What follows belongs to an exercise in optimizing a design on an open flow for small area and a short achievable clock period; a production flow would make more cautious choices. For this run, only the layout was checked, not whether the RTL still works.

File: flow/constraint.sdc
create_clock -name core_clock -period 7.0 [get_ports {clk}]
set_input_delay 1.4000 -clock core_clock [delete_from_list [all_inputs] [get_ports {clk}]]
set_output_delay 1.4000 -clock core_clock [all_outputs]
set_load 0.01 [all_outputs]
File: flow/run.sh
#!/bin/bash
# synth_recipe.tcl (not shown) runs the flow's synth.tcl, then flattens the netlist and writes it again
# the make line also repeats each setting of config.mk as NAME=value (left out here)
make -C /OpenROAD-flow-scripts/flow DESIGN_CONFIG=/design/flow/config.mk WORK_HOME=/design/flow/orfs CLKGATE_MAP_FILE= SYNTH_SCRIPT=/design/flow/synth_recipe.tcl finish
File: flow/config.mk
export PLATFORM = sky130hd
export DESIGN_NAME = LIFSIM
export DESIGN_NICKNAME = LIFSIM
export VERILOG_FILES = /design/flow/design.v
export SDC_FILE = /design/flow/constraint.sdc
export NUM_CORES = 4
export LEC_CHECK = 0
export ABC_CLOCK_PERIOD_IN_PS = 2500
export CAP_MARGIN = 20
export CORE_MARGIN = 2
export CORE_UTILIZATION = 60
export SLEW_MARGIN = 20
File: flow/design.v
module LIFSIM (
    input  wire        clk,
    input  wire        reset,
    input  wire [15:0] I_app,
    input  wire [15:0] I_fb,
    output wire [15:0] V_mem,
    output wire [15:0] V_out,
    output wire [15:0] U_leak,
    output wire [31:0] dU_dt,
    output wire [31:0] dV_dt
);
    reg [15:0] u_r;      
    reg [15:0] du_r;     
    reg [15:0] v_r;      
    reg [15:0] dv_r;     
    reg        fire_r;   
    reg        spk_r;    
    wire n1 = I_app[0] ^ I_fb[0];
    wire n2 = n1 ^ du_r[0];
    wire n3 = I_app[0] & I_fb[0];
    wire n4 = I_app[0] | I_fb[0];
    wire n5 = du_r[0] & n4;
    wire n6 = n3 | n5;
    wire n7 = I_app[1] ^ I_fb[1];
    wire n8 = n7 ^ du_r[1];
    wire n9 = I_app[1] & I_fb[1];
    wire n10 = I_app[1] | I_fb[1];
    wire n11 = du_r[1] & n10;
    wire n12 = n9 | n11;
    wire n13 = I_app[2] ^ I_fb[2];
    wire n14 = n13 ^ du_r[2];
    wire n15 = I_app[2] & I_fb[2];
    wire n16 = I_app[2] | I_fb[2];
    wire n17 = du_r[2] & n16;
    wire n18 = n15 | n17;
    wire n19 = I_app[3] ^ I_fb[3];
    wire n20 = n19 ^ du_r[3];
    wire n21 = I_app[3] & I_fb[3];
    wire n22 = I_app[3] | I_fb[3];
    wire n23 = du_r[3] & n22;
    wire n24 = n21 | n23;
    wire n25 = I_app[4] ^ I_fb[4];
    wire n26 = n25 ^ du_r[4];
    wire n27 = I_app[4] & I_fb[4];
    wire n28 = I_app[4] | I_fb[4];
    wire n29 = du_r[4] & n28;
    wire n30 = n27 | n29;
    wire n31 = I_app[5] ^ I_fb[5];
    wire n32 = n31 ^ du_r[5];
    wire n33 = I_app[5] & I_fb[5];
    wire n34 = I_app[5] | I_fb[5];
    wire n35 = du_r[5] & n34;
    wire n36 = n33 | n35;
    wire n37 = I_app[6] ^ I_fb[6];
    wire n38 = n37 ^ du_r[6];
    wire n39 = I_app[6] & I_fb[6];
    wire n40 = I_app[6] | I_fb[6];
    wire n41 = du_r[6] & n40;
    wire n42 = n39 | n41;
    wire n43 = I_app[7] ^ I_fb[7];
    wire n44 = n43 ^ du_r[7];
    wire n45 = I_app[7] & I_fb[7];
    wire n46 = I_app[7] | I_fb[7];
    wire n47 = du_r[7] & n46;
    wire n48 = n45 | n47;
    wire n49 = I_app[8] ^ I_fb[8];
    wire n50 = n49 ^ du_r[8];
    wire n51 = I_app[8] & I_fb[8];
    wire n52 = I_app[8] | I_fb[8];
    wire n53 = du_r[8] & n52;
    wire n54 = n51 | n53;
    wire n55 = I_app[9] ^ I_fb[9];
    wire n56 = n55 ^ du_r[9];
    wire n57 = I_app[9] & I_fb[9];
    wire n58 = I_app[9] | I_fb[9];
    wire n59 = du_r[9] & n58;
    wire n60 = n57 | n59;
    wire n61 = I_app[10] ^ I_fb[10];
    wire n62 = n61 ^ du_r[10];
    wire n63 = I_app[10] & I_fb[10];
    wire n64 = I_app[10] | I_fb[10];
    wire n65 = du_r[10] & n64;
    wire n66 = n63 | n65;
    wire n67 = I_app[11] ^ I_fb[11];
    wire n68 = n67 ^ du_r[11];
    wire n69 = I_app[11] & I_fb[11];
    wire n70 = I_app[11] | I_fb[11];
    wire n71 = du_r[11] & n70;
    wire n72 = n69 | n71;
    wire n73 = I_app[12] ^ I_fb[12];
    wire n74 = n73 ^ du_r[12];
    wire n75 = I_app[12] & I_fb[12];
    wire n76 = I_app[12] | I_fb[12];
    wire n77 = du_r[12] & n76;
    wire n78 = n75 | n77;
    wire n79 = I_app[13] ^ I_fb[13];
    wire n80 = n79 ^ du_r[13];
    wire n81 = I_app[13] & I_fb[13];
    wire n82 = I_app[13] | I_fb[13];
    wire n83 = du_r[13] & n82;
    wire n84 = n81 | n83;
    wire n85 = I_app[14] ^ I_fb[14];
    wire n86 = n85 ^ du_r[14];
    wire n87 = I_app[14] & I_fb[14];
    wire n88 = I_app[14] | I_fb[14];
    wire n89 = du_r[14] & n88;
    wire n90 = n87 | n89;
    wire n91 = I_app[15] ^ I_fb[15];
    wire n92 = n91 ^ du_r[15];
    wire n93 = I_app[15] & I_fb[15];
    wire n94 = I_app[15] | I_fb[15];
    wire n95 = du_r[15] & n94;
    wire n96 = n93 | n95;
    wire n97 = n8 ^ n6;
    wire n98 = n8 & n6;
    wire n99 = n14 ^ n12;
    wire n100 = n14 & n12;
    wire n101 = n20 ^ n18;
    wire n102 = n20 & n18;
    wire n103 = n26 ^ n24;
    wire n104 = n26 & n24;
    wire n105 = n32 ^ n30;
    wire n106 = n32 & n30;
    wire n107 = n38 ^ n36;
    wire n108 = n38 & n36;
    wire n109 = n44 ^ n42;
    wire n110 = n44 & n42;
    wire n111 = n50 ^ n48;
    wire n112 = n50 & n48;
    wire n113 = n56 ^ n54;
    wire n114 = n56 & n54;
    wire n115 = n62 ^ n60;
    wire n116 = n62 & n60;
    wire n117 = n68 ^ n66;
    wire n118 = n68 & n66;
    wire n119 = n74 ^ n72;
    wire n120 = n74 & n72;
    wire n121 = n80 ^ n78;
    wire n122 = n80 & n78;
    wire n123 = n86 ^ n84;
    wire n124 = n86 & n84;
    wire n125 = n92 ^ n90;
    wire n126 = n92 & n90;
    wire n127 = n97 & n2;
    wire n128 = n101 & n100;
    wire n129 = n102 | n128;
    wire n130 = n101 & n99;
    wire n131 = n105 & n104;
    wire n132 = n106 | n131;
    wire n133 = n105 & n103;
    wire n134 = n109 & n108;
    wire n135 = n110 | n134;
    wire n136 = n109 & n107;
    wire n137 = n113 & n112;
    wire n138 = n114 | n137;
    wire n139 = n113 & n111;
    wire n140 = n117 & n116;
    wire n141 = n118 | n140;
    wire n142 = n117 & n115;
    wire n143 = n121 & n120;
    wire n144 = n122 | n143;
    wire n145 = n121 & n119;
    wire n146 = n125 & n124;
    wire n147 = n126 | n146;
    wire n148 = n125 & n123;
    wire n149 = n99 & n98;
    wire n150 = n100 | n149;
    wire n151 = n99 & n127;
    wire n152 = n130 & n98;
    wire n153 = n129 | n152;
    wire n154 = n130 & n127;
    wire n155 = n107 & n132;
    wire n156 = n108 | n155;
    wire n157 = n107 & n133;
    wire n158 = n136 & n132;
    wire n159 = n135 | n158;
    wire n160 = n136 & n133;
    wire n161 = n115 & n138;
    wire n162 = n116 | n161;
    wire n163 = n115 & n139;
    wire n164 = n142 & n138;
    wire n165 = n141 | n164;
    wire n166 = n142 & n139;
    wire n167 = n123 & n144;
    wire n168 = n124 | n167;
    wire n169 = n123 & n145;
    wire n170 = n148 & n144;
    wire n171 = n147 | n170;
    wire n172 = n148 & n145;
    wire n173 = n103 & n153;
    wire n174 = n104 | n173;
    wire n175 = n103 & n154;
    wire n176 = n133 & n153;
    wire n177 = n132 | n176;
    wire n178 = n133 & n154;
    wire n179 = n157 & n153;
    wire n180 = n156 | n179;
    wire n181 = n157 & n154;
    wire n182 = n160 & n153;
    wire n183 = n159 | n182;
    wire n184 = n160 & n154;
    wire n185 = n119 & n165;
    wire n186 = n120 | n185;
    wire n187 = n119 & n166;
    wire n188 = n145 & n165;
    wire n189 = n144 | n188;
    wire n190 = n145 & n166;
    wire n191 = n169 & n165;
    wire n192 = n168 | n191;
    wire n193 = n169 & n166;
    wire n194 = n172 & n165;
    wire n195 = n171 | n194;
    wire n196 = n172 & n166;
    wire n197 = n111 & n183;
    wire n198 = n112 | n197;
    wire n199 = n111 & n184;
    wire n200 = n139 & n183;
    wire n201 = n138 | n200;
    wire n202 = n139 & n184;
    wire n203 = n163 & n183;
    wire n204 = n162 | n203;
    wire n205 = n163 & n184;
    wire n206 = n166 & n183;
    wire n207 = n165 | n206;
    wire n208 = n166 & n184;
    wire n209 = n187 & n183;
    wire n210 = n186 | n209;
    wire n211 = n187 & n184;
    wire n212 = n190 & n183;
    wire n213 = n189 | n212;
    wire n214 = n190 & n184;
    wire n215 = n193 & n183;
    wire n216 = n192 | n215;
    wire n217 = n193 & n184;
    wire n218 = n196 & n183;
    wire n219 = n195 | n218;
    wire n220 = n196 & n184;
    wire n221 = n99 ^ n98;
    wire n222 = n101 ^ n150;
    wire n223 = n103 ^ n153;
    wire n224 = n105 ^ n174;
    wire n225 = n107 ^ n177;
    wire n226 = n109 ^ n180;
    wire n227 = n111 ^ n183;
    wire n228 = n113 ^ n198;
    wire n229 = n115 ^ n201;
    wire n230 = n117 ^ n204;
    wire n231 = n119 ^ n207;
    wire n232 = n121 ^ n210;
    wire n233 = n123 ^ n213;
    wire n234 = n125 ^ n216;
    wire n235 = u_r[1] & u_r[0];
    wire n236 = u_r[1] & u_r[0];
    wire n237 = u_r[2] & n236;
    wire n238 = u_r[2] & u_r[1];
    wire n239 = u_r[4] & u_r[3];
    wire n240 = u_r[6] & u_r[5];
    wire n241 = u_r[8] & u_r[7];
    wire n242 = u_r[10] & u_r[9];
    wire n243 = u_r[12] & u_r[11];
    wire n244 = u_r[14] & u_r[13];
    wire n245 = u_r[3] & n237;
    wire n246 = u_r[3] & n238;
    wire n247 = n239 & n237;
    wire n248 = n239 & n238;
    wire n249 = u_r[7] & n240;
    wire n250 = n241 & n240;
    wire n251 = u_r[11] & n242;
    wire n252 = n243 & n242;
    wire n253 = u_r[15] & n244;
    wire n254 = u_r[5] & n247;
    wire n255 = u_r[5] & n248;
    wire n256 = n240 & n247;
    wire n257 = n240 & n248;
    wire n258 = n249 & n247;
    wire n259 = n249 & n248;
    wire n260 = n250 & n247;
    wire n261 = n250 & n248;
    wire n262 = u_r[13] & n252;
    wire n263 = n244 & n252;
    wire n264 = n253 & n252;
    wire n265 = u_r[9] & n260;
    wire n266 = u_r[9] & n261;
    wire n267 = n242 & n260;
    wire n268 = n242 & n261;
    wire n269 = n251 & n260;
    wire n270 = n251 & n261;
    wire n271 = n252 & n260;
    wire n272 = n252 & n261;
    wire n273 = n262 & n260;
    wire n274 = n262 & n261;
    wire n275 = n263 & n260;
    wire n276 = n263 & n261;
    wire n277 = n264 & n260;
    wire n278 = n264 & n261;
    wire n279 = u_r[1] ^ u_r[0];
    wire n280 = u_r[2] ^ n236;
    wire n281 = u_r[3] ^ n237;
    wire n282 = u_r[4] ^ n245;
    wire n283 = u_r[5] ^ n247;
    wire n284 = u_r[6] ^ n254;
    wire n285 = u_r[7] ^ n256;
    wire n286 = u_r[8] ^ n258;
    wire n287 = u_r[9] ^ n260;
    wire n288 = u_r[10] ^ n265;
    wire n289 = u_r[11] ^ n267;
    wire n290 = u_r[12] ^ n269;
    wire n291 = u_r[13] ^ n271;
    wire n292 = u_r[14] ^ n273;
    wire n293 = u_r[15] ^ n275;
    wire n294 = u_r[0] ^ dv_r[0];
    wire n295 = u_r[0] & dv_r[0];
    wire n296 = u_r[1] ^ dv_r[1];
    wire n297 = u_r[1] & dv_r[1];
    wire n298 = u_r[2] ^ dv_r[2];
    wire n299 = u_r[2] & dv_r[2];
    wire n300 = u_r[3] ^ dv_r[3];
    wire n301 = u_r[3] & dv_r[3];
    wire n302 = u_r[4] ^ dv_r[4];
    wire n303 = u_r[4] & dv_r[4];
    wire n304 = u_r[5] ^ dv_r[5];
    wire n305 = u_r[5] & dv_r[5];
    wire n306 = u_r[6] ^ dv_r[6];
    wire n307 = u_r[6] & dv_r[6];
    wire n308 = u_r[7] ^ dv_r[7];
    wire n309 = u_r[7] & dv_r[7];
    wire n310 = u_r[8] ^ dv_r[8];
    wire n311 = u_r[8] & dv_r[8];
    wire n312 = u_r[9] ^ dv_r[9];
    wire n313 = u_r[9] & dv_r[9];
    wire n314 = u_r[10] ^ dv_r[10];
    wire n315 = u_r[10] & dv_r[10];
    wire n316 = u_r[11] ^ dv_r[11];
    wire n317 = u_r[11] & dv_r[11];
    wire n318 = u_r[12] ^ dv_r[12];
    wire n319 = u_r[12] & dv_r[12];
    wire n320 = u_r[13] ^ dv_r[13];
    wire n321 = u_r[13] & dv_r[13];
    wire n322 = u_r[14] ^ dv_r[14];
    wire n323 = u_r[14] & dv_r[14];
    wire n324 = u_r[15] ^ dv_r[15];
    wire n325 = u_r[15] & dv_r[15];
    wire n326 = n296 & n295;
    wire n327 = n297 | n326;
    wire n328 = n296 & n294;
    wire n329 = n300 & n299;
    wire n330 = n301 | n329;
    wire n331 = n300 & n298;
    wire n332 = n304 & n303;
    wire n333 = n305 | n332;
    wire n334 = n304 & n302;
    wire n335 = n308 & n307;
    wire n336 = n309 | n335;
    wire n337 = n308 & n306;
    wire n338 = n312 & n311;
    wire n339 = n313 | n338;
    wire n340 = n312 & n310;
    wire n341 = n316 & n315;
    wire n342 = n317 | n341;
    wire n343 = n316 & n314;
    wire n344 = n320 & n319;
    wire n345 = n321 | n344;
    wire n346 = n320 & n318;
    wire n347 = n324 & n323;
    wire n348 = n325 | n347;
    wire n349 = n324 & n322;
    wire n350 = n298 & n327;
    wire n351 = n299 | n350;
    wire n352 = n298 & n328;
    wire n353 = n331 & n327;
    wire n354 = n330 | n353;
    wire n355 = n331 & n328;
    wire n356 = n306 & n333;
    wire n357 = n307 | n356;
    wire n358 = n306 & n334;
    wire n359 = n337 & n333;
    wire n360 = n336 | n359;
    wire n361 = n337 & n334;
    wire n362 = n314 & n339;
    wire n363 = n315 | n362;
    wire n364 = n314 & n340;
    wire n365 = n343 & n339;
    wire n366 = n342 | n365;
    wire n367 = n343 & n340;
    wire n368 = n322 & n345;
    wire n369 = n323 | n368;
    wire n370 = n322 & n346;
    wire n371 = n349 & n345;
    wire n372 = n348 | n371;
    wire n373 = n349 & n346;
    wire n374 = n302 & n354;
    wire n375 = n303 | n374;
    wire n376 = n302 & n355;
    wire n377 = n334 & n354;
    wire n378 = n333 | n377;
    wire n379 = n334 & n355;
    wire n380 = n358 & n354;
    wire n381 = n357 | n380;
    wire n382 = n358 & n355;
    wire n383 = n361 & n354;
    wire n384 = n360 | n383;
    wire n385 = n361 & n355;
    wire n386 = n318 & n366;
    wire n387 = n319 | n386;
    wire n388 = n318 & n367;
    wire n389 = n346 & n366;
    wire n390 = n345 | n389;
    wire n391 = n346 & n367;
    wire n392 = n370 & n366;
    wire n393 = n369 | n392;
    wire n394 = n370 & n367;
    wire n395 = n373 & n366;
    wire n396 = n372 | n395;
    wire n397 = n373 & n367;
    wire n398 = n310 & n384;
    wire n399 = n311 | n398;
    wire n400 = n310 & n385;
    wire n401 = n340 & n384;
    wire n402 = n339 | n401;
    wire n403 = n340 & n385;
    wire n404 = n364 & n384;
    wire n405 = n363 | n404;
    wire n406 = n364 & n385;
    wire n407 = n367 & n384;
    wire n408 = n366 | n407;
    wire n409 = n367 & n385;
    wire n410 = n388 & n384;
    wire n411 = n387 | n410;
    wire n412 = n388 & n385;
    wire n413 = n391 & n384;
    wire n414 = n390 | n413;
    wire n415 = n391 & n385;
    wire n416 = n394 & n384;
    wire n417 = n393 | n416;
    wire n418 = n394 & n385;
    wire n419 = n397 & n384;
    wire n420 = n396 | n419;
    wire n421 = n397 & n385;
    wire n422 = n296 ^ n295;
    wire n423 = n298 ^ n327;
    wire n424 = n300 ^ n351;
    wire n425 = n302 ^ n354;
    wire n426 = n304 ^ n375;
    wire n427 = n306 ^ n378;
    wire n428 = n308 ^ n381;
    wire n429 = n310 ^ n384;
    wire n430 = n312 ^ n399;
    wire n431 = n314 ^ n402;
    wire n432 = n316 ^ n405;
    wire n433 = n318 ^ n408;
    wire n434 = n320 ^ n411;
    wire n435 = n322 ^ n414;
    wire n436 = n324 ^ n417;
    wire n437 = ~v_r[0];
    wire n438 = ~v_r[1];
    wire n439 = ~v_r[2];
    wire n440 = ~v_r[3];
    wire n441 = ~v_r[4];
    wire n442 = ~v_r[5];
    wire n443 = ~v_r[6];
    wire n444 = ~v_r[7];
    wire n445 = ~v_r[8];
    wire n446 = ~v_r[9];
    wire n447 = ~v_r[10];
    wire n448 = ~v_r[11];
    wire n449 = ~v_r[12];
    wire n450 = ~v_r[13];
    wire n451 = ~v_r[14];
    wire n452 = ~v_r[15];
    wire n453 = n447 ^ n445;
    wire n454 = n447 & n445;
    wire n455 = n448 ^ n446;
    wire n456 = n455 ^ n445;
    wire n457 = n448 & n446;
    wire n458 = n448 | n446;
    wire n459 = n445 & n458;
    wire n460 = n457 | n459;
    wire n461 = n442 ^ n441;
    wire n462 = n442 & n441;
    wire n463 = n449 ^ n447;
    wire n464 = n463 ^ n446;
    wire n465 = n449 & n447;
    wire n466 = n449 | n447;
    wire n467 = n446 & n466;
    wire n468 = n465 | n467;
    wire n469 = n443 ^ n442;
    wire n470 = n443 & n442;
    wire n471 = n450 ^ n448;
    wire n472 = n471 ^ n447;
    wire n473 = n450 & n448;
    wire n474 = n450 | n448;
    wire n475 = n447 & n474;
    wire n476 = n473 | n475;
    wire n477 = n444 ^ n443;
    wire n478 = n444 & n443;
    wire n479 = n451 ^ n449;
    wire n480 = n479 ^ n448;
    wire n481 = n451 & n449;
    wire n482 = n451 | n449;
    wire n483 = n448 & n482;
    wire n484 = n481 | n483;
    wire n485 = n445 ^ n444;
    wire n486 = n445 & n444;
    wire n487 = n452 ^ n450;
    wire n488 = n487 ^ n449;
    wire n489 = n452 & n450;
    wire n490 = n452 | n450;
    wire n491 = n449 & n490;
    wire n492 = n489 | n491;
    wire n493 = n446 ^ n445;
    wire n494 = n446 & n445;
    wire n495 = v_r[0] ^ n451;
    wire n496 = n495 ^ n450;
    wire n497 = v_r[0] & n451;
    wire n498 = v_r[0] | n451;
    wire n499 = n450 & n498;
    wire n500 = n497 | n499;
    wire n501 = n447 ^ n446;
    wire n502 = n447 & n446;
    wire n503 = v_r[1] ^ n452;
    wire n504 = n503 ^ n451;
    wire n505 = v_r[1] & n452;
    wire n506 = v_r[1] | n452;
    wire n507 = n451 & n506;
    wire n508 = n505 | n507;
    wire n509 = n448 ^ n447;
    wire n510 = n448 & n447;
    wire n511 = v_r[2] ^ n452;
    wire n512 = n511 ^ n449;
    wire n513 = v_r[2] & n452;
    wire n514 = v_r[2] | n452;
    wire n515 = n449 & n514;
    wire n516 = n513 | n515;
    wire n517 = n448 ^ n445;
    wire n518 = n448 & n445;
    wire n519 = v_r[3] ^ n450;
    wire n520 = v_r[3] & n450;
    wire n521 = v_r[4] ^ n451;
    wire n522 = v_r[4] & n451;
    wire n523 = v_r[5] ^ n452;
    wire n524 = v_r[5] & n452;
    wire n525 = n443 ^ n441;
    wire n526 = n443 & n441;
    wire n527 = n444 ^ n442;
    wire n528 = n527 ^ n441;
    wire n529 = n444 & n442;
    wire n530 = n444 | n442;
    wire n531 = n441 & n530;
    wire n532 = n529 | n531;
    wire n533 = n438 ^ n437;
    wire n534 = n438 & n437;
    wire n535 = n445 ^ n443;
    wire n536 = n535 ^ n442;
    wire n537 = n445 & n443;
    wire n538 = n445 | n443;
    wire n539 = n442 & n538;
    wire n540 = n537 | n539;
    wire n541 = n439 ^ n438;
    wire n542 = n439 & n438;
    wire n543 = n446 ^ n444;
    wire n544 = n543 ^ n443;
    wire n545 = n446 & n444;
    wire n546 = n446 | n444;
    wire n547 = n443 & n546;
    wire n548 = n545 | n547;
    wire n549 = n440 ^ n439;
    wire n550 = n440 & n439;
    wire n551 = n444 ^ n441;
    wire n552 = n551 ^ n440;
    wire n553 = n444 & n441;
    wire n554 = n444 | n441;
    wire n555 = n440 & n554;
    wire n556 = n553 | n555;
    wire n557 = ~n437;
    wire n558 = n557 ^ n453;
    wire n559 = n437 | n453;
    wire n560 = n438 ^ n437;
    wire n561 = ~n560;
    wire n562 = n438 | n437;
    wire n563 = n454 ^ n456;
    wire n564 = n563 ^ n461;
    wire n565 = n454 & n456;
    wire n566 = n454 | n456;
    wire n567 = n461 & n566;
    wire n568 = n565 | n567;
    wire n569 = n439 ^ n438;
    wire n570 = n569 ^ n460;
    wire n571 = n439 & n438;
    wire n572 = n439 | n438;
    wire n573 = n460 & n572;
    wire n574 = n571 | n573;
    wire n575 = n462 ^ n464;
    wire n576 = n575 ^ n469;
    wire n577 = n462 & n464;
    wire n578 = n462 | n464;
    wire n579 = n469 & n578;
    wire n580 = n577 | n579;
    wire n581 = n440 ^ n439;
    wire n582 = n581 ^ n468;
    wire n583 = n440 & n439;
    wire n584 = n440 | n439;
    wire n585 = n468 & n584;
    wire n586 = n583 | n585;
    wire n587 = n470 ^ n472;
    wire n588 = n587 ^ n477;
    wire n589 = n470 & n472;
    wire n590 = n470 | n472;
    wire n591 = n477 & n590;
    wire n592 = n589 | n591;
    wire n593 = n441 ^ n440;
    wire n594 = n593 ^ n476;
    wire n595 = n441 & n440;
    wire n596 = n441 | n440;
    wire n597 = n476 & n596;
    wire n598 = n595 | n597;
    wire n599 = n478 ^ n480;
    wire n600 = n599 ^ n485;
    wire n601 = n478 & n480;
    wire n602 = n478 | n480;
    wire n603 = n485 & n602;
    wire n604 = n601 | n603;
    wire n605 = n442 ^ n441;
    wire n606 = n605 ^ n484;
    wire n607 = n442 & n441;
    wire n608 = n442 | n441;
    wire n609 = n484 & n608;
    wire n610 = n607 | n609;
    wire n611 = n486 ^ n488;
    wire n612 = n611 ^ n493;
    wire n613 = n486 & n488;
    wire n614 = n486 | n488;
    wire n615 = n493 & n614;
    wire n616 = n613 | n615;
    wire n617 = n443 ^ n442;
    wire n618 = n617 ^ n492;
    wire n619 = n443 & n442;
    wire n620 = n443 | n442;
    wire n621 = n492 & n620;
    wire n622 = n619 | n621;
    wire n623 = n494 ^ n496;
    wire n624 = n623 ^ n501;
    wire n625 = n494 & n496;
    wire n626 = n494 | n496;
    wire n627 = n501 & n626;
    wire n628 = n625 | n627;
    wire n629 = n444 ^ n443;
    wire n630 = n629 ^ n500;
    wire n631 = n444 & n443;
    wire n632 = n444 | n443;
    wire n633 = n500 & n632;
    wire n634 = n631 | n633;
    wire n635 = n502 ^ n504;
    wire n636 = n635 ^ n509;
    wire n637 = n502 & n504;
    wire n638 = n502 | n504;
    wire n639 = n509 & n638;
    wire n640 = n637 | n639;
    wire n641 = ~n444;
    wire n642 = n641 ^ n508;
    wire n643 = n444 | n508;
    wire n644 = n510 ^ n512;
    wire n645 = n644 ^ n517;
    wire n646 = n510 & n512;
    wire n647 = n510 | n512;
    wire n648 = n517 & n647;
    wire n649 = n646 | n648;
    wire n650 = n449 ^ n446;
    wire n651 = n650 ^ n445;
    wire n652 = n449 & n446;
    wire n653 = n449 | n446;
    wire n654 = n445 & n653;
    wire n655 = n652 | n654;
    wire n656 = n516 ^ n518;
    wire n657 = n656 ^ n519;
    wire n658 = n516 & n518;
    wire n659 = n516 | n518;
    wire n660 = n519 & n659;
    wire n661 = n658 | n660;
    wire n662 = n450 ^ n447;
    wire n663 = n662 ^ n446;
    wire n664 = n450 & n447;
    wire n665 = n450 | n447;
    wire n666 = n446 & n665;
    wire n667 = n664 | n666;
    wire n668 = ~n520;
    wire n669 = n668 ^ n521;
    wire n670 = n520 | n521;
    wire n671 = n451 ^ n448;
    wire n672 = n671 ^ n447;
    wire n673 = n451 & n448;
    wire n674 = n451 | n448;
    wire n675 = n447 & n674;
    wire n676 = n673 | n675;
    wire n677 = ~n522;
    wire n678 = n677 ^ n523;
    wire n679 = n522 | n523;
    wire n680 = v_r[6] ^ n452;
    wire n681 = n680 ^ n449;
    wire n682 = v_r[6] & n452;
    wire n683 = v_r[6] | n452;
    wire n684 = n449 & n683;
    wire n685 = n682 | n684;
    wire n686 = n448 ^ n524;
    wire n687 = n448 & n524;
    wire n688 = v_r[7] ^ n450;
    wire n689 = v_r[7] & n450;
    wire n690 = v_r[8] ^ n451;
    wire n691 = v_r[8] & n451;
    wire n692 = v_r[9] ^ n452;
    wire n693 = v_r[9] & n452;
    wire n694 = n440 ^ n438;
    wire n695 = n440 & n438;
    wire n696 = n441 ^ n439;
    wire n697 = n441 & n439;
    wire n698 = n442 ^ n440;
    wire n699 = n442 & n440;
    wire n700 = n440 ^ n437;
    wire n701 = ~n700;
    wire n702 = n440 | n437;
    wire n703 = ~n526;
    wire n704 = n703 ^ n528;
    wire n705 = n526 | n528;
    wire n706 = n532 ^ n534;
    wire n707 = n706 ^ n536;
    wire n708 = n532 & n534;
    wire n709 = n532 | n534;
    wire n710 = n536 & n709;
    wire n711 = n708 | n710;
    wire n712 = n540 ^ n542;
    wire n713 = n712 ^ n544;
    wire n714 = n540 & n542;
    wire n715 = n540 | n542;
    wire n716 = n544 & n715;
    wire n717 = n714 | n716;
    wire n718 = n548 ^ n550;
    wire n719 = n718 ^ n552;
    wire n720 = n548 & n550;
    wire n721 = n548 | n550;
    wire n722 = n552 & n721;
    wire n723 = n720 | n722;
    wire n724 = n556 ^ n559;
    wire n725 = n724 ^ n561;
    wire n726 = n556 & n559;
    wire n727 = n556 | n559;
    wire n728 = n561 & n727;
    wire n729 = n726 | n728;
    wire n730 = n562 ^ n568;
    wire n731 = n730 ^ n570;
    wire n732 = n562 & n568;
    wire n733 = n562 | n568;
    wire n734 = n570 & n733;
    wire n735 = n732 | n734;
    wire n736 = n574 ^ n580;
    wire n737 = n736 ^ n582;
    wire n738 = n574 & n580;
    wire n739 = n574 | n580;
    wire n740 = n582 & n739;
    wire n741 = n738 | n740;
    wire n742 = n586 ^ n592;
    wire n743 = n742 ^ n594;
    wire n744 = n586 & n592;
    wire n745 = n586 | n592;
    wire n746 = n594 & n745;
    wire n747 = n744 | n746;
    wire n748 = n598 ^ n604;
    wire n749 = n748 ^ n606;
    wire n750 = n598 & n604;
    wire n751 = n598 | n604;
    wire n752 = n606 & n751;
    wire n753 = n750 | n752;
    wire n754 = n610 ^ n616;
    wire n755 = n754 ^ n618;
    wire n756 = n610 & n616;
    wire n757 = n610 | n616;
    wire n758 = n618 & n757;
    wire n759 = n756 | n758;
    wire n760 = n622 ^ n628;
    wire n761 = n760 ^ n630;
    wire n762 = n622 & n628;
    wire n763 = n622 | n628;
    wire n764 = n630 & n763;
    wire n765 = n762 | n764;
    wire n766 = n634 ^ n640;
    wire n767 = n766 ^ n642;
    wire n768 = n634 & n640;
    wire n769 = n634 | n640;
    wire n770 = n642 & n769;
    wire n771 = n768 | n770;
    wire n772 = n643 ^ n649;
    wire n773 = n772 ^ n651;
    wire n774 = n643 & n649;
    wire n775 = n643 | n649;
    wire n776 = n651 & n775;
    wire n777 = n774 | n776;
    wire n778 = n655 ^ n661;
    wire n779 = n778 ^ n663;
    wire n780 = n655 & n661;
    wire n781 = n655 | n661;
    wire n782 = n663 & n781;
    wire n783 = n780 | n782;
    wire n784 = n667 ^ n670;
    wire n785 = n784 ^ n672;
    wire n786 = n667 & n670;
    wire n787 = n667 | n670;
    wire n788 = n672 & n787;
    wire n789 = n786 | n788;
    wire n790 = n676 ^ n679;
    wire n791 = n790 ^ n681;
    wire n792 = n676 & n679;
    wire n793 = n676 | n679;
    wire n794 = n681 & n793;
    wire n795 = n792 | n794;
    wire n796 = n449 ^ n685;
    wire n797 = n796 ^ n687;
    wire n798 = n449 & n685;
    wire n799 = n449 | n685;
    wire n800 = n687 & n799;
    wire n801 = n798 | n800;
    wire n802 = ~n450;
    wire n803 = n802 ^ n689;
    wire n804 = n450 | n689;
    wire n805 = ~n451;
    wire n806 = n805 ^ n691;
    wire n807 = n451 | n691;
    wire n808 = v_r[10] ^ n452;
    wire n809 = v_r[10] & n452;
    wire n810 = n439 ^ n437;
    wire n811 = n439 & n437;
    wire n812 = ~n437;
    wire n813 = n812 ^ n694;
    wire n814 = n437 | n694;
    wire n815 = n438 ^ n695;
    wire n816 = n815 ^ n696;
    wire n817 = n438 & n695;
    wire n818 = n438 | n695;
    wire n819 = n696 & n818;
    wire n820 = n817 | n819;
    wire n821 = n439 ^ n697;
    wire n822 = n821 ^ n698;
    wire n823 = n439 & n697;
    wire n824 = n439 | n697;
    wire n825 = n698 & n824;
    wire n826 = n823 | n825;
    wire n827 = n525 ^ n699;
    wire n828 = n827 ^ n701;
    wire n829 = n525 & n699;
    wire n830 = n525 | n699;
    wire n831 = n701 & n830;
    wire n832 = n829 | n831;
    wire n833 = n533 ^ n702;
    wire n834 = n833 ^ n704;
    wire n835 = n533 & n702;
    wire n836 = n533 | n702;
    wire n837 = n704 & n836;
    wire n838 = n835 | n837;
    wire n839 = n541 ^ n705;
    wire n840 = n839 ^ n707;
    wire n841 = n541 & n705;
    wire n842 = n541 | n705;
    wire n843 = n707 & n842;
    wire n844 = n841 | n843;
    wire n845 = n549 ^ n711;
    wire n846 = n845 ^ n713;
    wire n847 = n549 & n711;
    wire n848 = n549 | n711;
    wire n849 = n713 & n848;
    wire n850 = n847 | n849;
    wire n851 = n558 ^ n717;
    wire n852 = n851 ^ n719;
    wire n853 = n558 & n717;
    wire n854 = n558 | n717;
    wire n855 = n719 & n854;
    wire n856 = n853 | n855;
    wire n857 = n564 ^ n723;
    wire n858 = n857 ^ n725;
    wire n859 = n564 & n723;
    wire n860 = n564 | n723;
    wire n861 = n725 & n860;
    wire n862 = n859 | n861;
    wire n863 = n576 ^ n729;
    wire n864 = n863 ^ n731;
    wire n865 = n576 & n729;
    wire n866 = n576 | n729;
    wire n867 = n731 & n866;
    wire n868 = n865 | n867;
    wire n869 = n588 ^ n735;
    wire n870 = n869 ^ n737;
    wire n871 = n588 & n735;
    wire n872 = n588 | n735;
    wire n873 = n737 & n872;
    wire n874 = n871 | n873;
    wire n875 = n600 ^ n741;
    wire n876 = n875 ^ n743;
    wire n877 = n600 & n741;
    wire n878 = n600 | n741;
    wire n879 = n743 & n878;
    wire n880 = n877 | n879;
    wire n881 = n612 ^ n747;
    wire n882 = n881 ^ n749;
    wire n883 = n612 & n747;
    wire n884 = n612 | n747;
    wire n885 = n749 & n884;
    wire n886 = n883 | n885;
    wire n887 = n624 ^ n753;
    wire n888 = n887 ^ n755;
    wire n889 = n624 & n753;
    wire n890 = n624 | n753;
    wire n891 = n755 & n890;
    wire n892 = n889 | n891;
    wire n893 = n636 ^ n759;
    wire n894 = n893 ^ n761;
    wire n895 = n636 & n759;
    wire n896 = n636 | n759;
    wire n897 = n761 & n896;
    wire n898 = n895 | n897;
    wire n899 = n645 ^ n765;
    wire n900 = n899 ^ n767;
    wire n901 = n645 & n765;
    wire n902 = n645 | n765;
    wire n903 = n767 & n902;
    wire n904 = n901 | n903;
    wire n905 = n657 ^ n771;
    wire n906 = n905 ^ n773;
    wire n907 = n657 & n771;
    wire n908 = n657 | n771;
    wire n909 = n773 & n908;
    wire n910 = n907 | n909;
    wire n911 = n669 ^ n777;
    wire n912 = n911 ^ n779;
    wire n913 = n669 & n777;
    wire n914 = n669 | n777;
    wire n915 = n779 & n914;
    wire n916 = n913 | n915;
    wire n917 = n678 ^ n783;
    wire n918 = n917 ^ n785;
    wire n919 = n678 & n783;
    wire n920 = n678 | n783;
    wire n921 = n785 & n920;
    wire n922 = n919 | n921;
    wire n923 = n686 ^ n789;
    wire n924 = n923 ^ n791;
    wire n925 = n686 & n789;
    wire n926 = n686 | n789;
    wire n927 = n791 & n926;
    wire n928 = n925 | n927;
    wire n929 = n688 ^ n795;
    wire n930 = n929 ^ n797;
    wire n931 = n688 & n795;
    wire n932 = n688 | n795;
    wire n933 = n797 & n932;
    wire n934 = n931 | n933;
    wire n935 = n690 ^ n801;
    wire n936 = n935 ^ n803;
    wire n937 = n690 & n801;
    wire n938 = n690 | n801;
    wire n939 = n803 & n938;
    wire n940 = n937 | n939;
    wire n941 = n692 ^ n804;
    wire n942 = n941 ^ n806;
    wire n943 = n692 & n804;
    wire n944 = n692 | n804;
    wire n945 = n806 & n944;
    wire n946 = n943 | n945;
    wire n947 = n693 ^ n807;
    wire n948 = n947 ^ n808;
    wire n949 = n693 & n807;
    wire n950 = n693 | n807;
    wire n951 = n808 & n950;
    wire n952 = n949 | n951;
    wire n953 = v_r[11] ^ n809;
    wire n954 = v_r[11] & n809;
    wire n955 = ~v_r[12];
    wire n956 = ~v_r[13];
    wire n957 = ~v_r[14];
    wire n958 = ~v_r[15];
    wire n959 = ~n810;
    wire n960 = n811 ^ n813;
    wire n961 = n811 & n813;
    wire n962 = n814 ^ n816;
    wire n963 = n814 & n816;
    wire n964 = n820 ^ n822;
    wire n965 = n820 & n822;
    wire n966 = n826 ^ n828;
    wire n967 = n826 & n828;
    wire n968 = n832 ^ n834;
    wire n969 = n832 & n834;
    wire n970 = n838 ^ n840;
    wire n971 = n838 & n840;
    wire n972 = n844 ^ n846;
    wire n973 = n844 & n846;
    wire n974 = n850 ^ n852;
    wire n975 = n850 & n852;
    wire n976 = n856 ^ n858;
    wire n977 = n856 & n858;
    wire n978 = n862 ^ n864;
    wire n979 = n862 & n864;
    wire n980 = n868 ^ n870;
    wire n981 = n868 & n870;
    wire n982 = n874 ^ n876;
    wire n983 = n874 & n876;
    wire n984 = n880 ^ n882;
    wire n985 = n880 & n882;
    wire n986 = n886 ^ n888;
    wire n987 = n886 & n888;
    wire n988 = n892 ^ n894;
    wire n989 = n892 & n894;
    wire n990 = n898 ^ n900;
    wire n991 = n898 & n900;
    wire n992 = n904 ^ n906;
    wire n993 = n904 & n906;
    wire n994 = n910 ^ n912;
    wire n995 = n910 & n912;
    wire n996 = n916 ^ n918;
    wire n997 = n916 & n918;
    wire n998 = n922 ^ n924;
    wire n999 = n922 & n924;
    wire n1000 = n928 ^ n930;
    wire n1001 = n928 & n930;
    wire n1002 = n934 ^ n936;
    wire n1003 = n934 & n936;
    wire n1004 = n940 ^ n942;
    wire n1005 = n940 & n942;
    wire n1006 = n946 ^ n948;
    wire n1007 = n946 & n948;
    wire n1008 = n952 ^ n953;
    wire n1009 = n952 & n953;
    wire n1010 = n954 ^ n955;
    wire n1011 = n954 & n955;
    wire n1012 = v_r[12] ^ n956;
    wire n1013 = v_r[12] & n956;
    wire n1014 = v_r[13] ^ n957;
    wire n1015 = v_r[13] & n957;
    wire n1016 = v_r[14] ^ n958;
    wire n1017 = v_r[14] & n958;
    wire n1018 = n438 & n437;
    wire n1019 = n960 & n810;
    wire n1020 = n961 | n1019;
    wire n1021 = n960 & n959;
    wire n1022 = n964 & n963;
    wire n1023 = n965 | n1022;
    wire n1024 = n964 & n962;
    wire n1025 = n968 & n967;
    wire n1026 = n969 | n1025;
    wire n1027 = n968 & n966;
    wire n1028 = n972 & n971;
    wire n1029 = n973 | n1028;
    wire n1030 = n972 & n970;
    wire n1031 = n976 & n975;
    wire n1032 = n977 | n1031;
    wire n1033 = n976 & n974;
    wire n1034 = n980 & n979;
    wire n1035 = n981 | n1034;
    wire n1036 = n980 & n978;
    wire n1037 = n984 & n983;
    wire n1038 = n985 | n1037;
    wire n1039 = n984 & n982;
    wire n1040 = n988 & n987;
    wire n1041 = n989 | n1040;
    wire n1042 = n988 & n986;
    wire n1043 = n992 & n991;
    wire n1044 = n993 | n1043;
    wire n1045 = n992 & n990;
    wire n1046 = n996 & n995;
    wire n1047 = n997 | n1046;
    wire n1048 = n996 & n994;
    wire n1049 = n1000 & n999;
    wire n1050 = n1001 | n1049;
    wire n1051 = n1000 & n998;
    wire n1052 = n1004 & n1003;
    wire n1053 = n1005 | n1052;
    wire n1054 = n1004 & n1002;
    wire n1055 = n1008 & n1007;
    wire n1056 = n1009 | n1055;
    wire n1057 = n1008 & n1006;
    wire n1058 = n1012 & n1011;
    wire n1059 = n1013 | n1058;
    wire n1060 = n1012 & n1010;
    wire n1061 = n1016 & n1015;
    wire n1062 = n1017 | n1061;
    wire n1063 = n1016 & n1014;
    wire n1064 = n959 & n1018;
    wire n1065 = n1021 & n1018;
    wire n1066 = n966 & n1023;
    wire n1067 = n967 | n1066;
    wire n1068 = n966 & n1024;
    wire n1069 = n1027 & n1023;
    wire n1070 = n1026 | n1069;
    wire n1071 = n1027 & n1024;
    wire n1072 = n974 & n1029;
    wire n1073 = n975 | n1072;
    wire n1074 = n974 & n1030;
    wire n1075 = n1033 & n1029;
    wire n1076 = n1032 | n1075;
    wire n1077 = n1033 & n1030;
    wire n1078 = n982 & n1035;
    wire n1079 = n983 | n1078;
    wire n1080 = n982 & n1036;
    wire n1081 = n1039 & n1035;
    wire n1082 = n1038 | n1081;
    wire n1083 = n1039 & n1036;
    wire n1084 = n990 & n1041;
    wire n1085 = n991 | n1084;
    wire n1086 = n990 & n1042;
    wire n1087 = n1045 & n1041;
    wire n1088 = n1044 | n1087;
    wire n1089 = n1045 & n1042;
    wire n1090 = n998 & n1047;
    wire n1091 = n999 | n1090;
    wire n1092 = n998 & n1048;
    wire n1093 = n1051 & n1047;
    wire n1094 = n1050 | n1093;
    wire n1095 = n1051 & n1048;
    wire n1096 = n1006 & n1053;
    wire n1097 = n1007 | n1096;
    wire n1098 = n1006 & n1054;
    wire n1099 = n1057 & n1053;
    wire n1100 = n1056 | n1099;
    wire n1101 = n1057 & n1054;
    wire n1102 = n1014 & n1059;
    wire n1103 = n1015 | n1102;
    wire n1104 = n1014 & n1060;
    wire n1105 = n1063 & n1059;
    wire n1106 = n1062 | n1105;
    wire n1107 = n1063 & n1060;
    wire n1108 = n962 & n1020;
    wire n1109 = n963 | n1108;
    wire n1110 = n962 & n1065;
    wire n1111 = n1024 & n1020;
    wire n1112 = n1023 | n1111;
    wire n1113 = n1024 & n1065;
    wire n1114 = n1068 & n1020;
    wire n1115 = n1067 | n1114;
    wire n1116 = n1068 & n1065;
    wire n1117 = n1071 & n1020;
    wire n1118 = n1070 | n1117;
    wire n1119 = n1071 & n1065;
    wire n1120 = n978 & n1076;
    wire n1121 = n979 | n1120;
    wire n1122 = n978 & n1077;
    wire n1123 = n1036 & n1076;
    wire n1124 = n1035 | n1123;
    wire n1125 = n1036 & n1077;
    wire n1126 = n1080 & n1076;
    wire n1127 = n1079 | n1126;
    wire n1128 = n1080 & n1077;
    wire n1129 = n1083 & n1076;
    wire n1130 = n1082 | n1129;
    wire n1131 = n1083 & n1077;
    wire n1132 = n994 & n1088;
    wire n1133 = n995 | n1132;
    wire n1134 = n994 & n1089;
    wire n1135 = n1048 & n1088;
    wire n1136 = n1047 | n1135;
    wire n1137 = n1048 & n1089;
    wire n1138 = n1092 & n1088;
    wire n1139 = n1091 | n1138;
    wire n1140 = n1092 & n1089;
    wire n1141 = n1095 & n1088;
    wire n1142 = n1094 | n1141;
    wire n1143 = n1095 & n1089;
    wire n1144 = n1010 & n1100;
    wire n1145 = n1011 | n1144;
    wire n1146 = n1010 & n1101;
    wire n1147 = n1060 & n1100;
    wire n1148 = n1059 | n1147;
    wire n1149 = n1060 & n1101;
    wire n1150 = n1104 & n1100;
    wire n1151 = n1103 | n1150;
    wire n1152 = n1104 & n1101;
    wire n1153 = n1107 & n1100;
    wire n1154 = n1106 | n1153;
    wire n1155 = n1107 & n1101;
    wire n1156 = n970 & n1118;
    wire n1157 = n971 | n1156;
    wire n1158 = n970 & n1119;
    wire n1159 = n1030 & n1118;
    wire n1160 = n1029 | n1159;
    wire n1161 = n1030 & n1119;
    wire n1162 = n1074 & n1118;
    wire n1163 = n1073 | n1162;
    wire n1164 = n1074 & n1119;
    wire n1165 = n1077 & n1118;
    wire n1166 = n1076 | n1165;
    wire n1167 = n1077 & n1119;
    wire n1168 = n1122 & n1118;
    wire n1169 = n1121 | n1168;
    wire n1170 = n1122 & n1119;
    wire n1171 = n1125 & n1118;
    wire n1172 = n1124 | n1171;
    wire n1173 = n1125 & n1119;
    wire n1174 = n1128 & n1118;
    wire n1175 = n1127 | n1174;
    wire n1176 = n1128 & n1119;
    wire n1177 = n1131 & n1118;
    wire n1178 = n1130 | n1177;
    wire n1179 = n1131 & n1119;
    wire n1180 = n1002 & n1142;
    wire n1181 = n1003 | n1180;
    wire n1182 = n1002 & n1143;
    wire n1183 = n1054 & n1142;
    wire n1184 = n1053 | n1183;
    wire n1185 = n1054 & n1143;
    wire n1186 = n1098 & n1142;
    wire n1187 = n1097 | n1186;
    wire n1188 = n1098 & n1143;
    wire n1189 = n1101 & n1142;
    wire n1190 = n1100 | n1189;
    wire n1191 = n1101 & n1143;
    wire n1192 = n1146 & n1142;
    wire n1193 = n1145 | n1192;
    wire n1194 = n1146 & n1143;
    wire n1195 = n1149 & n1142;
    wire n1196 = n1148 | n1195;
    wire n1197 = n1149 & n1143;
    wire n1198 = n1152 & n1142;
    wire n1199 = n1151 | n1198;
    wire n1200 = n1152 & n1143;
    wire n1201 = n1155 & n1142;
    wire n1202 = n1154 | n1201;
    wire n1203 = n1155 & n1143;
    wire n1204 = n986 & n1178;
    wire n1205 = n987 | n1204;
    wire n1206 = n986 & n1179;
    wire n1207 = n1042 & n1178;
    wire n1208 = n1041 | n1207;
    wire n1209 = n1042 & n1179;
    wire n1210 = n1086 & n1178;
    wire n1211 = n1085 | n1210;
    wire n1212 = n1086 & n1179;
    wire n1213 = n1089 & n1178;
    wire n1214 = n1088 | n1213;
    wire n1215 = n1089 & n1179;
    wire n1216 = n1134 & n1178;
    wire n1217 = n1133 | n1216;
    wire n1218 = n1134 & n1179;
    wire n1219 = n1137 & n1178;
    wire n1220 = n1136 | n1219;
    wire n1221 = n1137 & n1179;
    wire n1222 = n1140 & n1178;
    wire n1223 = n1139 | n1222;
    wire n1224 = n1140 & n1179;
    wire n1225 = n1143 & n1178;
    wire n1226 = n1142 | n1225;
    wire n1227 = n1143 & n1179;
    wire n1228 = n1182 & n1178;
    wire n1229 = n1181 | n1228;
    wire n1230 = n1182 & n1179;
    wire n1231 = n1185 & n1178;
    wire n1232 = n1184 | n1231;
    wire n1233 = n1185 & n1179;
    wire n1234 = n1188 & n1178;
    wire n1235 = n1187 | n1234;
    wire n1236 = n1188 & n1179;
    wire n1237 = n1191 & n1178;
    wire n1238 = n1190 | n1237;
    wire n1239 = n1191 & n1179;
    wire n1240 = n1194 & n1178;
    wire n1241 = n1193 | n1240;
    wire n1242 = n1194 & n1179;
    wire n1243 = n1197 & n1178;
    wire n1244 = n1196 | n1243;
    wire n1245 = n1197 & n1179;
    wire n1246 = n1200 & n1178;
    wire n1247 = n1199 | n1246;
    wire n1248 = n1200 & n1179;
    wire n1249 = n1203 & n1178;
    wire n1250 = n1202 | n1249;
    wire n1251 = n1203 & n1179;
    wire n1252 = n960 ^ n810;
    wire n1253 = n962 ^ n1020;
    wire n1254 = n964 ^ n1109;
    wire n1255 = n966 ^ n1112;
    wire n1256 = n968 ^ n1115;
    wire n1257 = n970 ^ n1118;
    wire n1258 = n972 ^ n1157;
    wire n1259 = n974 ^ n1160;
    wire n1260 = n976 ^ n1163;
    wire n1261 = n978 ^ n1166;
    wire n1262 = n980 ^ n1169;
    wire n1263 = n982 ^ n1172;
    wire n1264 = n984 ^ n1175;
    wire n1265 = n986 ^ n1178;
    wire n1266 = n988 ^ n1205;
    wire n1267 = n990 ^ n1208;
    wire n1268 = n992 ^ n1211;
    wire n1269 = n994 ^ n1214;
    wire n1270 = n996 ^ n1217;
    wire n1271 = n998 ^ n1220;
    wire n1272 = n1000 ^ n1223;
    wire n1273 = n1002 ^ n1226;
    wire n1274 = n1004 ^ n1229;
    wire n1275 = n1006 ^ n1232;
    wire n1276 = n1008 ^ n1235;
    wire n1277 = n1010 ^ n1238;
    wire n1278 = n1012 ^ n1241;
    wire n1279 = n1014 ^ n1244;
    wire n1280 = n1016 ^ n1247;
    wire [15:0] u_n  = {n234, n233, n232, n231, n230, n229, n228, n227, n226, n225, n224, n223, n222, n221, n97, n2};
    wire [15:0] du_n = {n277, n293, n292, n291, n290, n289, n288, n287, n286, n285, n284, n283, n282, n281, n280, n279};
    wire [15:0] v_n  = {n436, n435, n434, n433, n432, n431, n430, n429, n428, n427, n426, n425, n424, n423, n422, n294};
    wire [15:0] dv_n = {n1280, n1279, n1278, n1277, n1276, n1275, n1274, n1273, n1272, n1271, n1270, n1269, n1268, n1267, n1266, n1265};
    always @(posedge clk) begin
        if (reset) begin
            u_r    <= 16'd0;
            du_r   <= 16'd0;
            v_r    <= 16'd0;
            dv_r   <= 16'd0;
            fire_r <= 1'b0;
            spk_r  <= 1'b0;
        end else begin
            u_r    <= u_n;
            du_r   <= du_n;
            fire_r <= $signed(v_r) >= 16'sd3277;
            spk_r  <= fire_r;
            if (fire_r) begin
                v_r  <= 16'd0;
                dv_r <= 16'd0;
            end else begin
                v_r  <= v_n;
                dv_r <= dv_n;
            end
        end
    end
    assign V_mem  = v_r;
    assign V_out  = {15'd0, spk_r};
    assign U_leak = u_r;
    assign dU_dt  = {16'd0, du_r};
    assign dV_dt  = {16'd0, dv_r};
endmodule
==> out/metrics.sh <==
STATUS='finished clean'
INITIAL_CORE_UTIL_PCT=60.7
FINISH.UTILIZATION_PCT=71.0
MAX-CAP-VIOLATIONS=0
DRT_FIRST_ITER_VIOLATIONS=218
FINAL_PERIOD_MINUS_WORST_SETUP_SLACK_NS=5.02
ANT_CELLS=0
PORTBUFFERS=98
GP_CONGESTION=0.908
CTS.REPAIR_TIMING.SETUP_BUFFER_COUNT=0
TIMING.CRITICAL_PATH.TO='dv_r[6]'
YOSYSTOPAREACELLSHARE_PCT=25.0
CTS.ROOT.BUFFER_CELL='clkbuf_16'
FINAL_MIN_PERIOD_OVER_CLOCK_PERIOD_PCT=71.7
TIMING.CRITICAL_PATH.FROM_TYPE='flip-flop'
DR_TOTAL_VIAS=5183
PLACED_CELLS_INCL_TAPS=985
GRT_PASS1_VIAS=5333
DRT-WIRELENGTH-PER-CELL_UM=16.0
AREA_ENCLOSED_BY_THE_DIE_BOUNDARY_MM2=0.0129
GRT_ANTENNA_BEFORE_REPAIR=0
POST_SYNTH_INSTANCE_AREA_MM2=0.00720
CTS-HTREE-LEVELS=3
DETAIL_ROUTE.VIAS_PER_CELL=5.18
SYNTHTOPCELLSBYAREA='fa_1 25%, ha_1 19%, dfxtp_1 18%, inv_1 7.4%, buf_4 5.4%'
DIE_HEIGHT_UM=114
TIMING.RR.START='v_r[12]'
SYN_AVG_CELL_AREA_UM2=9.57
SYNTH_TOP_AREA_CELL='fa_1'
TNS_NS=0
RSZ0062_AT_GRT='false'
TOTAL_NETS_FINAL=1084
SYNTH.YOSYS.SEQ_AREA_SHARE_PCT=18.4
SYNTH_CELL_TYPES=49
CLOCK_SKEW_NS=0.00818
DRT_TOTAL_WL_UM=16000
POSTSYNTHREGISTERBITS=66
TIMING_WORST_SLEW_PIN_VALUE_NS=0.669
TIMING.REG2REG.WORST_PATH_DEPTH=14
FINAL_CELL_COUNT_NO_FILL=1001
ANT_NETS=0
PIN_COUNT_OF_THE_BIGGEST_NET_ENTERING_GLOBAL_ROUTING=39
GLOBAL_ROUTE.OVERFLOW_TOTAL=0
TIMING.FINAL.SETUP_VIOLATIONS=0
HOLDBUFCOUNTCTS=0
TOP_LEVEL_PINS=146
MIN_PATH_TYPE='flip-flop to flip-flop'
PLACE_HPWL_UM=13500
CP_DATA_ARRIVAL_TIME_NS=5.25
SYNTH.YOSYS.WARNINGS=1
TRITONCTS_CLOCK_TREE='yes'
LAUNCHING_INSTANCE_OR_PORT_OF_THE_CRITICAL_PATH='v_r[12]'
NUMCTSBUFFERS=9
CLK_LATENCY_NS=0.34
DRT_PASS1_ITERATIONS=4
DIE_X_UM=114
WORST_SETUP_EP_TYPE='flip-flop'
PLACEABLECOREAREA_MM2=0.0119
FINAL_LAYOUT_SIZE_SUFFIX_GT1_SHARE_PCT=3.51
SYN_INST=752
CTS_NUM_SINKS=66
SETUP.REG_TO_REG.WORST_SLACK_NS=1.98
LAYOUT-AREA-OVERHEAD-VS-SYNTH_PCT=17.0
FMAX_GHz=0.199
POST-ROUTE-DRC-COUNT=0
GRT_FIRST_PASS_WIRELENGTH_UM=26300
CORE.ROWCOUNT=40
MAX-SLEW-MARGIN-REL_PCT=55.3
CRITICAL_PATH_REQUIRED_NS=7.23
CTS.PATH.MAX_BUFFERS=2
CRITICALPATHCATEGORY='flip-flop to flip-flop'
REPORT.FINAL.SLEW_VIOL_COUNT=0
CRITPATHMAXFANOUT=8
GLOBAL_ROUTE.USAGE.TOTAL_PCT=25.9
FINALHOLDVIOLCOUNT=0
CTS-RESIZED-GATES=0
CTS.CLK_SLEW.WORST_PATHS_NS=0.06
WORSTREG2REGEND='dv_r[6]'
[worst max-delay path: stages, from the launching register on]
cell and delay, ns:
dfxtp_1 0.47, inv_1 0.29, fa_1 0.57, fa_1 0.41
inv_1 0.09, fa_1 0.44, fa_1 0.50, inv_1 0.04
ha_1 0.30, nand4_2 0.11, nor3_2 0.07, a2111oi_2 0.67
a211oi_1 0.24, or4_1 0.52, and3_1 0.20
[metrics by stage]
step,worst slack [ns],cell area (um2),hold WS (ns)
4_1_cts,1.97,8420,0.517
3_5_place_dp,1.99,8130,0.496
5_1_grt,1.64,8420,0.540
3_3_place_gp,2.20,8130,0.504
6_report,1.98,8420,0.520
2_1_floorplan,2.38,7370,0.465
[Yosys cell counts, drive strengths merged]
library cell and number:
inv 142, ha 111, fa 90, dfxtp 66, buf 55, nor2 45, a21oi 30, nand2 22
nor3 22, xnor2 20, xor2 17, a21o 16, o21ai 13, nor2b 11, nand3 9, o21a 8
a211oi 7, nand4 7, and3 6, nand2b 6, a31oi 5, and2 4, clkbuf 4, or2 4
a21boi 3, nor3b 3, or3 3, a2111oi 2, a211o 2, nor4 2, o211ai 2, o31ai 2
o41ai 2, or4 2, a31o 1, a41o 1, and2b 1, and4 1, conb 1, mux2 1
mux2i 1, o21bai 1, or4b 1
[layer usage]
metal	GRT usage, %	share of wire, %	vias to the layer above
met3	5.74	5.2	16
met2	44.9	50	147
met4	5.77	1.2	0
met1	33.5	43	2494
met5	0	0	-
li1	-	-	2526
[worst min path at each step]
stage / slack, ns / depth (start not counted) / to / start
floorplan: 0.47 / 1 / spk_r / fire_r
global placement: 0.50 / 1 / spk_r / fire_r
detailed placement: 0.50 / 1 / spk_r / fire_r
CTS: 0.52 / 1 / spk_r / fire_r
global route: 0.54 / 1 / spk_r / fire_r
finish: 0.52 / 1 / spk_r / fire_r
[cell type report]
| type | count | area (um2) |
|---|---|---|
| clock buffers | 9 | 225 |
| clock inverters | 7 | 70.1 |
| fillers | 942 | 3440 |
| inverters | 142 | 533 |
| multi-input cells | 531 | 5100 |
| flip-flops and latches | 66 | 1320 |
| well taps | 147 | 184 |
| repair buffers | 99 | 988 |
[flip-flops by register name, summed over array words and instances, names as in the netlist]
register	flops
du_r	16
spk_r	1
v_r	16
dv_r	16
u_r	16
fire_r	1
[layout by cell type (no fill, tap or decap), types with 20 or more instances in the layout]
| master | count |
|---|---|
| ha_1 | 111 |
| a21oi_1 | 30 |
| inv_1 | 142 |
| fa_1 | 90 |
| xnor2_1 | 20 |
| nor3_1 | 20 |
| clkdlybuf4s50_1 | 98 |
| dfxtp_1 | 66 |
| nand2_1 | 22 |
| nor2_1 | 45 |
| conb_1 | 47 |
[cell families (layout without fill, tap and decap cells)]
kind of cell / after synthesis / in the layout / share of synthesized area [%]
fa+ha+maj: 201 / 201 / 44.3
buf+inv: 201 / 257 / 13.2
simple gates: 149 / 149 / 10.5
compound gates: 95 / 95 / 8.76
flops: 66 / 66 / 18.4
xor+xnor: 37 / 37 / 4.50
mux: 2 / 2 / 0.296
other cells: 1 / 47 / 0.0521

-- separate check: timing with driven ports --
No port has a modelled driver above. Below, the same layout with a new extraction and two added sets of constraints. Step 1, drivers: a clkbuf_16 drives clk and a buf_2 each remaining input, both assumed. Step 2 moves the port delays by t, midway between the first and last clock arrival at a register: inputs arrive t later, outputs are due t later. That takes back most of the time a late clock gives input paths. Slacks: ideal / step 1 / step 2; pairs: ideal / step 1.
t (ns): 0.362
setup WS [ns]: 1.980 / 1.980 / 1.980
slew at the worst register clock pin (ns): 0.06 / 0.06
After both steps this run still meets setup and hold. The setup slack of this run moves by 0.000 ns with the drivers and by 0.000 ns with both steps.
